This is an optimization exercise on Yosys and OpenROAD, whose aim is small area, not a production implementation.
Only simulation tests tie the RTL to the original design; equivalence was not proved.
No activity file was given, so power comes from the tool's default toggle rates.

==> v8: inputs <==
// ALU
module ALU(input [7:0] a, b, input [3:0] oper, input clk,
           output reg [7:0] msb, lsb);
Settings: LEC_CHECK=0, CAP_MARGIN=0, CORE_MARGIN=2, CORE_UTILIZATION=40, CTS_BUF_LIST=sky130_fd_sc_hd__clkbuf_4, GPL_TIMING_DRIVEN=0, SETUP_SLACK_MARGIN=-0.8, SLEW_MARGIN=0; clock period 12.5 ns.
standard.sh (not shown) runs the stock make flow with config.mk's settings and CLKGATE_MAP_FILE= SYNTH_SCRIPT=/design/flow/synth_recipe.tcl, a recipe that flattens the netlist after the stock synthesis.
==> flow/flow/run.sh <==
#!/bin/bash
# Own flow: the standard synthesis (kept for reference), then the
# hand-built netlist in flow/net.v (same registers, same names) in its place,
# then the standard layout from floorplan to finish. Port buffers are
# buf_1 cells.
set -euo pipefail
R=orfs/results/$FLOW_PLATFORM/ALU/base
bash standard.sh synth > std_synth.log 2>&1
cp $R/1_2_yosys.v std_1_2_yosys.v
cp flow/net.v $R/1_2_yosys.v
touch $R/1_2_yosys.v
bash standard.sh "BUFFER_PORTS_ARGS=-buffer_cell sky130_fd_sc_hd__buf_2" finish > layout.log 2>&1
Other scripts of this flow, unchanged in this note and not shown: flow/flow/net.v
==> inputs of v29, as changes to v8 <==
Settings changed: CTS_CLUSTER_DIAMETER set to 150, CTS_CLUSTER_SIZE set to 20.
==> qor summary <==
Clock Network Area Fraction: v8 0.667%; v29 0.667%
Post-layout instance count excluding filler cells: v8 615; v29 615
Highest-power group: v8 combinational logic; v29 combinational logic
Total global routing track utilization: v8 18.9%; v29 18.9%
Pwr/cell area: v8 90.5 nW/um2; v29 90.5 nW/um2
Starting utilization of the core area: v8 41.2%; v29 41.2%
Final worst path period share: v8 95.8%; v29 95.8%
Multi-input combinational cell count: v8 428; v29 428
Clock-net power: v8 28.0 uW; v29 28.0 uW
Final total power: v8 357 uW; v29 357 uW
Cell seen most often among critical-path stages: v8 sky130_fd_sc_hd__o21ai_1; v29 sky130_fd_sc_hd__o21ai_1
Crit Path Max Fanout: v8 16; v29 16
Run status: v8 no timing/DRC/antenna violations; v29 no timing/DRC/antenna violations
Via count normalized by instance count: v8 5.41; v29 5.41
Flop+latch power: v8 62.8 uW; v29 62.8 uW
Worst Setup SP: v8 b[6]; v29 b[6]
Sink Count: v8 16; v29 16
Met3 WL post-DR: v8 460 um; v29 460 um
Proportion of cell area occupied by registers: v8 8.13%; v29 8.13%
Area taken by multi-input logic gates: v8 3190 um2; v29 3190 um2
Initial antenna violation count: v8 0; v29 0
Average wire per standard cell: v8 14.5 um; v29 14.5 um
Multi-input combinational area share: v8 80.8%; v29 80.8%

==> inputs of trial 38 <==
ALU again, from the RTL that the note above started with.
clock: 12.5 ns
lec_check: 0
cap_margin: 0
core_margin: 2
core_utilization: 40
slew_margin: 0
==> flow/flow/run.sh <==
#!/bin/bash
# Own flow: the standard synthesis (kept for reference), then the
# hand-built netlist in flow/net.v (same registers, same names) in its place,
# then the standard layout from floorplan to finish. Port buffers are
# buf_1 cells.
set -euo pipefail
R=orfs/results/$FLOW_PLATFORM/ALU/base
bash standard.sh synth > std_synth.log 2>&1
cp $R/1_2_yosys.v std_1_2_yosys.v
cp flow/net.v $R/1_2_yosys.v
touch $R/1_2_yosys.v
bash standard.sh "BUFFER_PORTS_ARGS=-buffer_cell sky130_fd_sc_hd__buf_1" finish > layout.log 2>&1
Other scripts of this flow, unchanged in this note and not shown: flow/flow/net.v
==> trial 56: changes against trial 38 <==
--- a/flow/flow/run.sh
+++ b/flow/flow/run.sh
@@ -11,2 +11,2 @@
 touch $R/1_2_yosys.v
-bash standard.sh "BUFFER_PORTS_ARGS=-buffer_cell sky130_fd_sc_hd__buf_1" finish > layout.log 2>&1
+bash standard.sh finish > layout.log 2>&1
--- a/flow/config.mk
+++ b/flow/config.mk
@@ -7,5 +7,5 @@
 export LEC_CHECK = 0
-export CAP_MARGIN = 0
+export CAP_MARGIN = 20
 export CORE_MARGIN = 2
 export CORE_UTILIZATION = 40
-export SLEW_MARGIN = 0
+export SLEW_MARGIN = 20
==> build 35: changes against trial 38 <==
--- a/flow/config.mk
+++ b/flow/config.mk
@@ -7,5 +7,5 @@
 export LEC_CHECK = 0
-export CAP_MARGIN = 0
+export CAP_MARGIN = 20
 export CORE_MARGIN = 2
 export CORE_UTILIZATION = 40
-export SLEW_MARGIN = 0
+export SLEW_MARGIN = 20
==> results.txt <==
Result of the run: trial 38 no timing/DRC/antenna violations; build 35 no timing/DRC/antenna violations; trial 56 no timing/DRC/antenna violations
Number of cells on the critical path: trial 38 65; build 35 65; trial 56 64
WHS Endpoint: trial 38 msb[0]$_DFF_P_; build 35 msb[0]$_DFF_P_; trial 56 lsb[6]$_DFF_P_
Sequential fraction of total cell area: trial 38 7.215%; build 35 7.205%; trial 56 6.600%
DRT Wirelength: trial 38 11010 microns; build 35 10980 microns; trial 56 11580 microns
Total routing resource utilization after global routing: trial 38 22.57%; build 35 22.57%; trial 56 23.09%
Fill cell instance count of the final layout: trial 38 933; build 35 934; trial 56 875
First-pass DRT Iterations: trial 38 5; build 35 5; trial 56 4
Final period util: trial 38 94.72%; build 35 94.65%; trial 56 96.48%
Met1 Wirelength: trial 38 4907 microns; build 35 4919 microns; trial 56 5032 microns
Iteration-0 DRC Markers: trial 38 212; build 35 215; trial 56 196
Critical path buffers and inverters: trial 38 4; build 35 4; trial 56 2
Layout Cell Area excl Fill: trial 38 0.004439 sq mm; build 35 0.004446 sq mm; trial 56 0.004853 sq mm
Nets: trial 38 681; build 35 681; trial 56 696
Clock network power: trial 38 36.0 uW; build 35 36.3 uW; trial 56 35.7 uW
First-pass GRT wire length: trial 38 18110 microns; build 35 18110 microns; trial 56 18320 microns
Count of buffers added by post-CTS timing repair for setup: trial 38 3; build 35 3; trial 56 1
Post-CTS resize count: trial 38 2; build 35 2; trial 56 8
Fraction of final layout cells with drive strength greater than 1: trial 38 12.46%; build 35 12.62%; trial 56 16.64%
Worst hold margin: trial 38 2.799 ns; build 35 2.797 ns; trial 56 3.008 ns
Startpoint of the worst setup timing path: trial 38 b[7]; build 35 b[7]; trial 56 oper[3]
Relative contribution of combinational cells to total power: trial 38 74.8%; build 35 74.8%; trial 56 76.5%
Buffers, non-clock: trial 38 68; build 35 68; trial 56 83

==> inputs of onyx <==
ALU again, from the RTL that the note above started with.
==> flow/config.mk <==
export PLATFORM = sky130hd
export DESIGN_NAME = ALU
export DESIGN_NICKNAME = ALU
export VERILOG_FILES = /design/flow/design.v
export SDC_FILE = /design/flow/constraint.sdc
export NUM_CORES = 4
export LEC_CHECK = 0
export CAP_MARGIN = 0
export CORE_MARGIN = 2
export CORE_UTILIZATION = 40
export GPL_TIMING_DRIVEN = 0
export SETUP_SLACK_MARGIN = -1.0
export SLEW_MARGIN = 0
==> flow/constraint.sdc <==
create_clock -name core_clock -period 12.5 [get_ports {clk}]
set_input_delay 2.5000 -clock core_clock [delete_from_list [all_inputs] [get_ports {clk}]]
set_output_delay 2.5000 -clock core_clock [all_outputs]
set_load 0.01 [all_outputs]
==> flow/flow/run.sh <==
#!/bin/bash
# Own flow: the standard synthesis (kept for reference), then the
# hand-built netlist in flow/net.v (same registers, same names) in its place,
# then the standard layout from floorplan to finish. Port buffers are
# buf_1 cells.
set -euo pipefail
R=orfs/results/$FLOW_PLATFORM/ALU/base
bash standard.sh synth > std_synth.log 2>&1
cp $R/1_2_yosys.v std_1_2_yosys.v
cp flow/net.v $R/1_2_yosys.v
touch $R/1_2_yosys.v
bash standard.sh "BUFFER_PORTS_ARGS=-buffer_cell sky130_fd_sc_hd__buf_2" finish > layout.log 2>&1
Other scripts of this flow, unchanged in this note and not shown: flow/flow/net.v
==> inputs of delta, as changes to onyx <==
Settings changed: GPL_TIMING_DRIVEN 0 to default, SETUP_SLACK_MARGIN -1.0 to -0.5.
==> results.txt <==
GR met1 Demand/Resource: delta 27.2%; onyx 26.8%
Final-layout clock-cell area share: delta 1.01%; onyx 1.02%
Non-clock buffer contribution to total cell area: delta 6.03%; onyx 4.95%
Non-clk bufs: delta 45; onyx 39
Combined buffer and inverter count along the critical path: delta 1; onyx 2
Result of the run: delta no timing/DRC/antenna violations; onyx no timing/DRC/antenna violations
Worst setup endpoint: delta lsb[7]$_DFF_P_; onyx lsb[0]$_DFF_P_
Worst hold slack: delta 2.71 ns; onyx 2.72 ns
Worst path arrival time: delta 11.89 ns; onyx 12.26 ns
Relative contribution of the clock network to total power: delta 9.7%; onyx 9.5%
Pre-CTS setup slack: delta -0.369 ns; onyx -0.319 ns
Proportion of cell area occupied by multi-input gates: delta 78.8%; onyx 79.6%
Worst VDD drop: delta 46.5 uV; onyx 37.1 uV
Tightest slew margin relative to the limit: delta 28.4%; onyx 22.9%
Number of search-and-repair iterations in the first detailed-routing pass: delta 5; onyx 4
Wire length on met2: delta 4190 um; onyx 4160 um
Power per unit of standard cell area: delta 89.9 mW/mm^2; onyx 91.2 mW/mm^2

==> job 5532: inputs <==
ALU again, from the RTL that the note above started with.
Settings: LEC_CHECK=0, CAP_MARGIN=0, CORE_MARGIN=2, CORE_UTILIZATION=40, SLEW_MARGIN=0; clock period 12.5 ns.
Scripts as last shown in full above: flow/flow/run.sh
Other scripts of this flow, unchanged in this note and not shown: flow/flow/net.v
==> job 5008 (differences from job 5532) <==
--- a/flow/flow/run.sh
+++ b/flow/flow/run.sh
@@ -10,3 +10,3 @@
 cp flow/net.v $R/1_2_yosys.v
 touch $R/1_2_yosys.v
-bash standard.sh "BUFFER_PORTS_ARGS=-buffer_cell sky130_fd_sc_hd__buf_2" finish > layout.log 2>&1
+bash standard.sh "BUFFER_PORTS_ARGS=-buffer_cell sky130_fd_sc_hd__buf_1" finish > layout.log 2>&1
==> comparison <==
- Maximum frequency: job 5008 is lower than job 5532 (2.0%).
- Between job 5532 and job 5008, the lower via count is in job 5532 (gap about 1.8%, measured against job 5008).
- Global-route usage: job 5532 is lower than job 5008 (0.58 points).
- In job 5532 the utilization is lower than in job 5008, by 0.45 points.
- Final area: job 5008 is higher than job 5532 (about 1%).
- In synthesized cell count, job 5008 and job 5532 do not differ.
- In job 5008 the non-clock buffer count is higher than in job 5532, by 10.
- Against job 5532, the cell count of job 5008 is higher by 1.4%.
- Setup slack: job 5532 is higher than job 5008 (230 ps).

==> static timing again, ports no longer ideal <==
The flow's constraints put no driver on any port. The routed layouts listed below were extracted and timed again, unchanged, in two steps. Step 1: set_driving_cell puts a clkbuf_16 on clk and a buf_2 on each other input, an assumption about the parent block. Step 2 moves the port delays by t, midway between the first and last clock arrival at a register: inputs arrive t later, outputs are due t later. That takes back most of the time a late clock gives input paths. a / b / c = no drivers / after step 1 / after step 2; a / b = the first two.
run	t, ns	slack for setup (ns)	worst setup path after step 2
v8	0.310	0.519 / 0.525 / 0.215	input to register
v29	0.310	0.519 / 0.525 / 0.215	input to register
trial 38	0.271	0.661 / 0.665 / 0.395	input to register
trial 56	0.265	0.440 / 0.443 / 0.178	input to register
build 35	0.272	0.668 / 0.673 / 0.401	input to register
onyx	0.258	0.359 / 0.361 / 0.103	input to register
delta	0.260	0.722 / 0.725 / 0.465	input to register
job 5532	0.272	1.265 / 1.268 / 0.996	input to register
job 5008	0.269	1.035 / 1.039 / 0.770	input to register
After both steps every run listed still meets setup and hold.
